Background: an optimization exercise with open tools, aiming at small area, a short achievable clock period and few clock cycles. Do not read the settings as production practice. Only simulation tests tie the RTL to the original design; equivalence was not proved.

[config.mk]
export PLATFORM = sky130hd
export DESIGN_NAME = IIR
export DESIGN_NICKNAME = IIR
export VERILOG_FILES = /design/flow/design.v
export SDC_FILE = /design/flow/constraint.sdc
export NUM_CORES = 4
export LEC_CHECK = 0
export CAP_MARGIN = 20
export CORE_MARGIN = 2
export CORE_UTILIZATION = 40
export PLACE_DENSITY = 0.6
export SLEW_MARGIN = 20
[constraint.sdc]
create_clock -name core_clock -period 12.0 [get_ports {clk}]
set_input_delay 2.4000 -clock core_clock [delete_from_list [all_inputs] [get_ports {clk}]]
set_output_delay 2.4000 -clock core_clock [all_outputs]
set_load 0.01 [all_outputs]
[design.v]
module IIR(clk,rst,load,DIn,RAddr,data_done,WEN,Yn,WAddr,Finish);
	input clk,rst;
	input data_done;
	input signed[15:0]DIn;
	output WEN,load;
	output Finish;
	output signed[15:0]Yn;
	output [19:0]RAddr;
	output [19:0]WAddr;
	parameter R0 = 5'b00000, S0 = 5'b00001, W0 = 5'b00010,
			  R1 = 5'b00011, S1 = 5'b00100, W1 = 5'b00101,
			  R2 = 5'b00110, S2 = 5'b00111, W2 = 5'b01000,
			  R3 = 5'b01001, S3 = 5'b01010, W3 = 5'b01011,
			  R4 = 5'b01100, S4 = 5'b01101, W4 = 5'b01110,
			  R5 = 5'b01111, S5 = 5'b10000, W5 = 5'b10001,
			  REPLACE = 5'b10011, END = 5'b11110, READY = 5'b11111;
	reg [19:0]raddr, next_RAddr, waddr, next_WAddr;
	reg [4:0]state, next_state;
	reg WENN, loadd, Fin;
	reg signed [24:0]s0, next_s0, s1, next_s1, s2, next_s2, s3, next_s3, s4, next_s4, s5, next_s5;
	reg signed [24:0]ss0, next_ss0, ss1, next_ss1, ss2, next_ss2, ss3, next_ss3, ss4, next_ss4, ss5, next_ss5;
	reg signed [15:0]Ynn;
	always@(posedge rst or posedge clk)begin
		if(rst)begin
			state <= READY;
			raddr <= 1'b0;
			waddr <= 1'b0;
			s0 <= 25'b0;
			s1 <= 25'b0;
			s2 <= 25'b0;
			s3 <= 25'b0;
			s4 <= 25'b0;
			s5 <= 25'b0;
			ss0 <= 25'b0;
			ss1 <= 25'b0;
			ss2 <= 25'b0;
			ss3 <= 25'b0;
			ss4 <= 25'b0;
			ss5 <= 25'b0;
		end
		else begin
			state <= next_state;
			waddr <= next_WAddr;
			raddr <= next_RAddr;
			s0 <= next_s0;
			s1 <= next_s1;
			s2 <= next_s2;
			s3 <= next_s3;
			s4 <= next_s4;
			s5 <= next_s5;
			ss0 <= next_ss0;
			ss1 <= next_ss1;
			ss2 <= next_ss2;
			ss3 <= next_ss3;
			ss4 <= next_ss4;
			ss5 <= next_ss5;
		end
	end	
	always@(*)begin
		next_state = state;
		next_WAddr = waddr;
		next_RAddr = raddr;
		next_s0 = s0;
		next_s1 = s1;
		next_s2 = s2;
		next_s3 = s3;
		next_s4 = s4;
		next_s5 = s5;
		next_ss0 = ss0;
		next_ss1 = ss1;
		next_ss2 = ss2;
		next_ss3 = ss3;
		next_ss4 = ss4;
		next_ss5 = ss5;
		WENN = 1'b0;
		loadd = 1'b0;
		Fin = 1'b0;
		Ynn = 16'b0;
		case(state)
		  READY:begin
			Fin = 1'b0;
			next_state = (!rst)? R0:READY;
		  end
		  R0:begin
			Fin = 1'b0;
			loadd = 1'b1;
			next_RAddr = raddr + 1'b1;
			next_s0 = {{2{DIn[15]}}, DIn, {7{1'b0}}};
			next_state = (raddr>1'b0)? R1:S0;
		  end
		  S0:begin
			Fin = 1'b0;
			next_ss0 = (s0>>>6) + (s0>>>9) + (s0>>>10) + (s0>>>11) + (s0>>>12) + (s0>>>13) + (s0>>>16);
			next_state = W0;
		  end
		  W0:begin
			Fin = 1'b0;
			WENN = 1'b1;
			next_WAddr = waddr + 1'b1;
			Ynn = {ss0[24], ss0[21:7]};
			next_ss0 = {{2{ss0[24]}}, ss0[24], ss0[21:7], {7{1'b0}}};
			next_state = R1;
	  	  end
		  R1:begin
			Fin = 1'b0;
			loadd = 1'b1;
			next_RAddr = raddr + 1'b1;
			next_s1 = {{2{DIn[15]}}, DIn, {7{1'b0}}};
			next_state = (raddr>1'b1)? R2:S1;
          end
          S1:begin
			Fin = 1'b0;
			next_ss1 = (s1>>>6) + (s1>>>9) + (s1>>>10) + (s1>>>11) + (s1>>>12) + (s1>>>13) +(s1>>>16) +
					   (s0>>>6) + (s0>>>8) + (s0>>>10) + (s0>>>11) + (s0>>>14) + (s0>>>15) + (s0>>>16) +
				  	   (ss0<<<1) +(ss0>>>1) + (ss0>>>2) + (ss0>>>7) + (ss0>>>13) + (ss0>>>14);
			next_state = W1;
          end
          W1:begin
			Fin = 1'b0;
			WENN = 1'b1;
			next_WAddr = waddr + 1'b1;
			Ynn = {ss1[24], ss1[21:7]};
			next_ss1 = {{2{ss1[24]}}, ss1[24], ss1[21:7], {7{1'b0}}};
			next_state = R2;
          end
		  R2:begin
			Fin = 1'b0;
			loadd = 1'b1;
			next_RAddr = raddr + 1'b1;
			next_s2 = {{2{DIn[15]}}, DIn, {7{1'b0}}};
			next_state = (raddr>2'b10)? R3:S2;
          end
          S2:begin
			Fin = 1'b0;
			next_ss2 = (s2>>>6) + (s2>>>9) + (s2>>>10) + (s2>>>11) + (s2>>>12) + (s2>>>13) + (s2>>>16) +
					   (s1>>>6) + (s1>>>8 ) +(s1>>>10) + (s1>>>11) + (s1>>>14) + (s1>>>15) + (s1>>>16) +
					   (s0>>>5) + (s0>>>8) + (s0>>>9) + (s0>>>11) + (s0>>>14) + (s0>>>15) + (s0>>>16) + 
					   (ss1<<<1) + (ss1>>>1) + (ss1>>>2) + (ss1>>>7) + (ss1>>>13) + (ss1>>>14) -
					   (ss0<<<2) - (ss0>>>7) - (ss0>>>9) - (ss0>>>10) - (ss0>>>12);
			next_state = W2;
          end
          W2:begin
			Fin = 1'b0;
			WENN = 1'b1;
			next_WAddr = waddr + 1'b1;
			Ynn = {ss2[24], ss2[21:7]};
			next_ss2 = {{2{ss2[24]}}, ss2[24], ss2[21:7], {7{1'b0}}};
			next_state = R3;
          end
		  R3:begin
			Fin = 1'b0;
			loadd = 1'b1;
			next_RAddr = raddr + 1'b1;
			next_s3 = {{2{DIn[15]}}, DIn, {7{1'b0}}};
			next_state = (raddr>2'b11)? R4:S3;
          end
          S3:begin
			Fin = 1'b0;
			next_ss3 = (s3>>>6) + (s3>>>9) + (s3>>>10) + (s3>>>11) + (s3>>>12) + (s3>>>13) + (s3>>>16) +
					   (s2>>>6) + (s2>>>8) + (s2>>>10) + (s2>>>11) + (s2>>>14) + (s2>>>15) + (s2>>>16) +
					   (s1>>>5) + (s1>>>8) + (s1>>>9) + (s1>>>11) + (s1>>>14) + (s1>>>15) + (s1>>>16) +
					   (s0>>>5) + (s0>>>8) + (s0>>>9) + (s0>>>11) + (s0>>>14) + (s0>>>15) + (s0>>>16) + 
					   (ss2<<<1) + (ss2>>>1) + (ss2>>>2) + (ss2>>>7) + (ss2>>>13) + (ss2>>>14) -
					   (ss1<<<2) - (ss1>>>7) - (ss1>>>9) - (ss1>>>10) - (ss1>>>12) +
					   (ss0<<<1) + (ss0<<<0) + (ss0>>>2) + (ss0>>>4) + (ss0>>>5) + (ss0>>>6) + (ss0>>>7) + (ss0>>>8);
			next_state = W3;
          end
          W3:begin
			Fin = 1'b0;
			WENN = 1'b1;
			next_WAddr = waddr + 1'b1;
			Ynn = {ss3[24], ss3[21:7]};
			next_ss3= {{2{ss3[24]}}, ss3[24], ss3[21:7], {7{1'b0}}};
			next_state = R4;
          end
		  R4:begin
			Fin = 1'b0;
			loadd = 1'b1;
			next_RAddr = raddr + 1'b1;
			next_s4 = {{2{DIn[15]}}, DIn, {7{1'b0}}};
			next_state = (raddr>3'b100)? R5:S4;
          end
          S4:begin
			Fin = 1'b0;
			next_ss4 = (s4>>>6) + (s4>>>9) + (s4>>>10) + (s4>>>11) + (s4>>>12) + (s4>>>13) + (s4>>>16) + 
					   (s3>>>6) + (s3>>>8) + (s3>>>10) + (s3>>>11) + (s3>>>14) + (s3>>>15) + (s3>>>16) +
					   (s2>>>5) + (s2>>>8) + (s2>>>9) + (s2>>>11) + (s2>>>14) + (s2>>>15) + (s2>>>16) +
				 	   (s1>>>5) + (s1>>>8) + (s1>>>9) + (s1>>>11) + (s1>>>14) + (s1>>>15) + (s1>>>16) +
				 	   (s0>>>6) + (s0>>>8) + (s0>>>10) + (s0>>>11) + (s0>>>14) + (s0>>>15) + (s0>>>16) +
			  		   (ss3<<<1) + (ss3>>>1) + (ss3>>>2) + (ss3>>>7) + (ss3>>>13) + (ss3>>>14) -
				 	   (ss2<<<2) - (ss2>>>7) - (ss2>>>9) - (ss2>>>10) - (ss2>>>12) +
					   (ss1<<<1) + (ss1<<<0) + (ss1>>>2) + (ss1>>>4) + (ss1>>>5) + (ss1>>>6) + (ss1>>>7) + (ss1>>>8) -
					   (ss0<<<0) - (ss0>>>1) - (ss0>>>3) - (ss0>>>6) - (ss0>>>7) - (ss0>>>8) - (ss0>>>10) - (ss0>>>11) - 
					   (ss0>>>12) - (ss0>>>13) - (ss0>>>16);
			next_state = W4;
          end
          W4:begin
			Fin = 1'b0;
			WENN = 1'b1;
			next_WAddr = waddr + 1'b1;
			Ynn = {ss4[24], ss4[21:7]};
			next_ss4 = {{2{ss4[24]}}, ss4[24], ss4[21:7], {7{1'b0}}};
			next_state = R5;
          end
          R5:begin
			Fin = 1'b0;
			loadd = 1'b1;
			next_s5 = {{2{DIn[15]}}, DIn, {7{1'b0}}};
			next_state = (raddr>3'b101)? REPLACE:S5;
          end
          S5:begin
			Fin = 1'b0;
			next_ss5 = (s5>>>6) + (s5>>>9) + (s5>>>10) + (s5>>>11) + (s5>>>12) + (s5>>>13) + (s5>>>16) +
					   (s4>>>6) + (s4>>>8) + (s4>>>10) + (s4>>>11) + (s4>>>14) + (s4>>>15) + (s4>>>16) +
					   (s3>>>5) + (s3>>>8) + (s3>>>9) + (s3>>>11) + (s3>>>14) + (s3>>>15) + (s3>>>16) +
					   (s2>>>5) + (s2>>>8) + (s2>>>9) + (s2>>>11) + (s2>>>14) + (s2>>>15) + (s2>>>16) +
					   (s1>>>6) + (s1>>>8) + (s1>>>10) + (s1>>>11) + (s1>>>14) + (s1>>>15) + (s1>>>16) +
					   (s0>>>6) +(s0>>>9) + (s0>>>10) + (s0>>>11) + (s0>>>12) + (s0>>>13) + (s0>>>16) +
					   (ss4<<<1) + (ss4>>>1) + (ss4>>>2) + (ss4>>>7) + (ss4>>>13) + (ss4>>>14) -
					   (ss3<<<2) - (ss3>>>7) - (ss3>>>9) - (ss3>>>10) - (ss3>>>12) +
					   (ss2<<<1) + (ss2<<<0) + (ss2>>>2) + (ss2>>>4) + (ss2>>>5) + (ss2>>>6) + (ss2>>>7) + (ss2>>>8) -
					   (ss1<<<0) - (ss1>>>1) - (ss1>>>3) - (ss1>>>6) - (ss1>>>7) - (ss1>>>8) - (ss1>>>10) - (ss1>>>11) - 
					   (ss1>>>12) - (ss1>>>13) - (ss1>>>16) +
					   (ss0>>>2) + (ss0>>>3) + (ss0>>>8) + (ss0>>>11) + (ss0>>>13) + (ss0>>>14);
			next_state = W5;
          end
          W5:begin
			 Fin = 1'b0;
			 WENN = 1'b1;
			 next_WAddr = waddr + 1'b1;
			 next_RAddr = raddr - 3'b100;
			 Ynn = {ss5[24], ss5[21:7]};
    		 next_ss5 = {{2{ss5[24]}}, ss5[24], ss5[21:7], {7{1'b0}}};
			 next_state = (data_done)? END:R0;
          end
		  REPLACE:begin
			 Fin = 1'b0;
			 next_ss4 = ss5;
			 next_ss3 = ss4;
			 next_ss2 = ss3;
			 next_ss1 = ss2;
		  	 next_ss0 = ss1;
			 next_state = S5;
		  end
		  END:begin
			Fin = 1'b1;
		  end
		endcase
	end
	assign load = loadd;
	assign WEN = WENN;
	assign Finish = Fin;
	assign RAddr = raddr;
	assign WAddr = waddr;
	assign Yn = Ynn;
endmodule	
[run.sh]
#!/bin/bash
# synth_recipe.tcl (not shown) runs the flow's synth.tcl, then flattens the netlist and writes it again
# the make line also repeats each setting of config.mk as NAME=value (left out here)
make -C /OpenROAD-flow-scripts/flow DESIGN_CONFIG=/design/flow/config.mk WORK_HOME=/design/flow/orfs CLKGATE_MAP_FILE= SYNTH_SCRIPT=/design/flow/synth_recipe.tcl finish
==> impl_results.md <==
* DR DRC count at 0
* Clock Sink Count at 291
* Root Buffer: sky130_fd_sc_hd__clkbuf_16
* Max-cap violation count at 0
* Fraction of layout cells with a size suffix above 1 at 0.06521
* Min-delay worst type: reg2reg
* Post-CTS setup buffers at 0
* Global-route wire length before repair at 690600 µm
* Total Wirelength at 505800 µm
* Number of nets in the finished design at 13530
* Post-Place Setup Slack at 955.1 ps
* Count of fill cells added during filler insertion at 24620
* Final hold slack at 476.2 ps
* Area enclosed by the die boundary at 264500 µm²
* Setup repair after global routing missed its margin: no
* Clk Latency, worst-skew pair at 770 ps
* CP max-delay cell: sky130_fd_sc_hd__dfrtp_1
* Achievable Freq at 0.08994 GHz
* Data required time of the critical path at 12590 ps
* Transition at the pin with the smallest max-transition slack at 1284 ps
* Adder and majority cell fraction of the synthesized area at 0.7155
* RR Endpoint: ss5[22]
* Most used DFF post-synth: sky130_fd_sc_hd__dfrtp_1
* Post-layout utilization of the core at 0.4381
* Count of final setup violators at 0
* Parity-gate share of the synthesized area counting xor and xnor cells at 0.02380
* Post-Syn Area per Cell at 11.41 µm²
* Fin. Hold Viols at 0
* Complex-gate fraction of the synthesized area at 0.04177
* Via count at 71540
* Share of synthesized cell area in and, or, nand and nor gates at 0.02862
* EDFF count, synth at 0
* Max-slew violation count at 0
* R2r worst-path depth at 30
* Clock period minus worst slack at 11120 ps
* Post-DR wirelength/cell at 38.93 µm
* Run status: timing/DRC/antenna clean
* Reg-to-Reg Start: ss2[7]
* Synth-to-Final Area Change at 9.043%
* Final period util at 0.9266
* Iteration-0 DRC count of the detailed router at 7827
* Vias/cell at 5.506
* Worst reg-to-reg setup slack at 880 ps
* Placeable core region at 259200 µm²
* Total negative slack for setup checks at 0 ps
* Worst hold stages at 1
* Post_cts resized at 0
* Initial standard-cell utilization of the core at 0.4017
* Io pins at 78
* Library cells used by synthesis at 86
* Biggest cell delay along the critical path at 960 ps
* Launching element type of the critical path: flip-flop
* Port bufs at 77
* Crit path from: ss2[7]
* First drt pass iteration count at 5
* Mapped Nets at 13140
* Dominant combinational cell family by area after synthesis: adder cells
* Inserted Clock Buffers at 52
* Netlist Area Pre-Place at 104100 µm²
* Maximum level of the CTS H-tree at 2
* Routability-driven placement congestion ratio at 1.076
* Proportion of synthesized area in mux cells at 0.006187
* Buffer depth of the longest clock path at 3
* Worst relative slew slack at 0.1442
* Vias in the first global route at 79320
* TritonCTS clock tree: built
* CTS Hold Bufs at 0
* Biggest fanout along the worst timing path at 9
* Post-detailed-placement half-perimeter wirelength at 429100 µm
* Yosys warnings at 1
* Largest net degree at the start of global routing at 101
* Proportion of synthesized chip area in sequential cells at 0.06998
* Share of synthesized flip-flops with an asynchronous set or reset at 1.000
* Crit path to: ss5[22]
* Global-route congestion overflow total at 0
* Critical path class: reg2reg
* Clock slew seen by the registers of the worst setup and hold paths at 60 ps
* Most common cell on crit path: sky130_fd_sc_hd__fa_1
* Initial antenna violation count at 38
* Cells after synthesis at 9129
* Post-layout worst setup margin at 881.3 ps
* Die height at 514.3 µm
* Worst EP arrival at 11710 ps
* DIE WIDTH at 514.3 µm
* Synth Register Bits at 291
* Crit path capture type: flip-flop
* Largest clock skew in the final design at 40.06 ps
* All-Layer GR Usage at 0.3951
* Antenna violation net count after detailed routing at 0
* Total number of placement rows at 187
==> registers in the layout (all words and copies together) (netlist names) <==
name / flops
raddr: 20
s0: 16
s1: 16
s2: 16
s3: 16
s4: 16
s5: 16
ss0: 25
ss1: 25
ss2: 25
ss3: 25
ss4: 25
ss5: 25
state: 5
waddr: 20
==> metrics by stage <==
step | cell area, µm² | instances
floorplan | 104200 | 9129
global placement | 111700 | 12870
detailed placement | 111700 | 12870
CTS | 113500 | 12970
global route | 113500 | 12980
finish | 113600 | 12990
==> critical path: cells and delay by family (launching register included) <==
family	cells	cell delay, ps
AO/OA/AOI/OAI	6	2420
XOR/XNOR	1	190
adder cells (fa/ha/maj)	11	5500
buffers and inverters	9	1340
flip-flops	1	960
AND/OR/NAND/NOR	3	530
==> layer usage <==
layer  up-vias  share of wire  GRT usage
li1      27050              -          -
met1     38940           0.38     0.5106
met2      4237           0.43     0.5701
met3      1287           0.10     0.1154
met4        26          0.091     0.2780
met5         -        0.00036          0
==> placed cells by master, fill, tap and decap left out, drive strengths merged, types with 7 or more instances in the layout <==
cell / synthesis / final
a211oi: 29 / 29
a21o: 40 / 40
a21oi: 187 / 187
a221oi: 16 / 16
a22oi: 74 / 74
a31oi: 23 / 23
and2: 9 / 9
and3: 19 / 19
buf: 18 / 357
clkbuf: 72 / 70
clkdlybuf4s50: 0 / 76
clkinv: 1 / 16
dfrtp: 286 / 286
diode: 0 / 23
fa: 3277 / 3277
ha: 712 / 712
inv: 3072 / 3073
mux2: 51 / 51
mux2i: 7 / 7
nand2: 207 / 207
nand2b: 20 / 20
nand3: 50 / 50
nand4: 13 / 13
nor2: 212 / 212
nor2b: 23 / 23
nor3: 49 / 49
o211ai: 17 / 17
o21a: 10 / 10
o21ai: 184 / 184
o21bai: 18 / 18
o22ai: 25 / 25
or2: 25 / 25
or3: 13 / 13
xnor2: 192 / 192
xor2: 91 / 91
==> cells in the mapped netlist (7+ instances only) <==
| cell type | number | share of area |
|---|---|---|
| sky130_fd_sc_hd__fa_1 | 3277 | 0.63 |
| sky130_fd_sc_hd__inv_1 | 3071 | 0.11 |
| sky130_fd_sc_hd__ha_1 | 712 | 0.086 |
| sky130_fd_sc_hd__dfrtp_1 | 286 | 0.069 |
| sky130_fd_sc_hd__nor2_1 | 211 | 0.0076 |
| sky130_fd_sc_hd__nand2_1 | 207 | 0.0075 |
| sky130_fd_sc_hd__xnor2_1 | 192 | 0.016 |
| sky130_fd_sc_hd__a21oi_1 | 184 | 0.0088 |
| sky130_fd_sc_hd__o21ai_0 | 173 | 0.0083 |
| sky130_fd_sc_hd__xor2_1 | 91 | 0.0077 |
| sky130_fd_sc_hd__a22oi_1 | 74 | 0.0053 |
| sky130_fd_sc_hd__clkbuf_1 | 72 | 0.0026 |
| sky130_fd_sc_hd__mux2_2 | 51 | 0.0055 |
| sky130_fd_sc_hd__nand3_1 | 49 | 0.0024 |
| sky130_fd_sc_hd__nor3_1 | 47 | 0.0023 |
| sky130_fd_sc_hd__a21o_1 | 39 | 0.0028 |
| sky130_fd_sc_hd__a211oi_1 | 28 | 0.0020 |
| sky130_fd_sc_hd__o22ai_1 | 25 | 0.0015 |
| sky130_fd_sc_hd__or2_2 | 24 | 0.0014 |
| sky130_fd_sc_hd__a31oi_1 | 23 | 0.0014 |
| sky130_fd_sc_hd__nor2b_1 | 23 | 0.0014 |
| sky130_fd_sc_hd__nand2b_1 | 20 | 0.0012 |
| sky130_fd_sc_hd__and3_1 | 18 | 0.0011 |
| sky130_fd_sc_hd__o21bai_1 | 18 | 0.0013 |
| sky130_fd_sc_hd__a221oi_1 | 16 | 0.0013 |
| sky130_fd_sc_hd__o211ai_1 | 16 | 0.0012 |
| sky130_fd_sc_hd__nand4_1 | 13 | 0.00078 |
| sky130_fd_sc_hd__or3_1 | 12 | 0.00072 |
| sky130_fd_sc_hd__buf_1 | 11 | 0.00040 |
| sky130_fd_sc_hd__o21a_1 | 10 | 0.00072 |
| sky130_fd_sc_hd__o21ai_1 | 8 | 0.00038 |
| sky130_fd_sc_hd__and2_1 | 7 | 0.00042 |
| sky130_fd_sc_hd__mux2i_1 | 7 | 0.00067 |
==> worst min-delay path by stage <==
stage | start | endpoint | slack [ps]
floorplan | ss5[5] | ss4[5] | 450
CTS | waddr[19] | waddr[19] | 480
global route | ss5[1] | ss5[1] | 510
detailed placement | ss5[5] | ss5[5] | 470
global placement | waddr[19] | waddr[19] | 460
finish | waddr[19] | waddr[19] | 480
==> kinds of logic (layout without fill, tap and decap cells) <==
group	Yosys count	after routing
other	0	23
buffers and inverters	3163	3603
adder cells (fa/ha/maj)	3990	3990
XOR/XNOR	283	283
AO/OA/AOI/OAI	687	687
AND/OR/NAND/NOR	657	657
flip-flops	291	291
multiplexers	58	58
==> cell type report <==
cell class              count  area (µm²)  share of cell area
repair buffers            433        3483             0.03067
well taps                3402        4257             0.03748
diodes                     23       57.56           0.0005068
flip-flops and latches    291        7343             0.06466
clock buffers              70        1449             0.01276
clock inverters            27       379.1            0.003338
inverters                3073       11540              0.1016
multi-input cells        5675       85060              0.7489
Testbench counts, summed over its fixed seeds: cycles 114,112.

## static timing again, ports no longer ideal
No port has a modelled driver above. Below, the same layout with a new extraction and two added sets of constraints. Step 1: set_driving_cell puts a clkbuf_16 on clk and a buf_2 on each other input, an assumption about the parent block. Step 2, shift: input delay + t, output delay - t, t = (earliest + latest rising clock arrival at the registers) / 2. This alone moves slack from input paths to output paths. Three values: no drivers, after step 1, after step 2; two values: the first two.
t, ns: 0.838
setup slack, ns: 0.881 / 0.881 / 0.881
latest minus earliest clock arrival (ns): 0.041 / 0.040
After both steps setup and hold are still met in this run. The setup slack of this run moves by 0.000 ns with the drivers and by 0.000 ns with both steps.
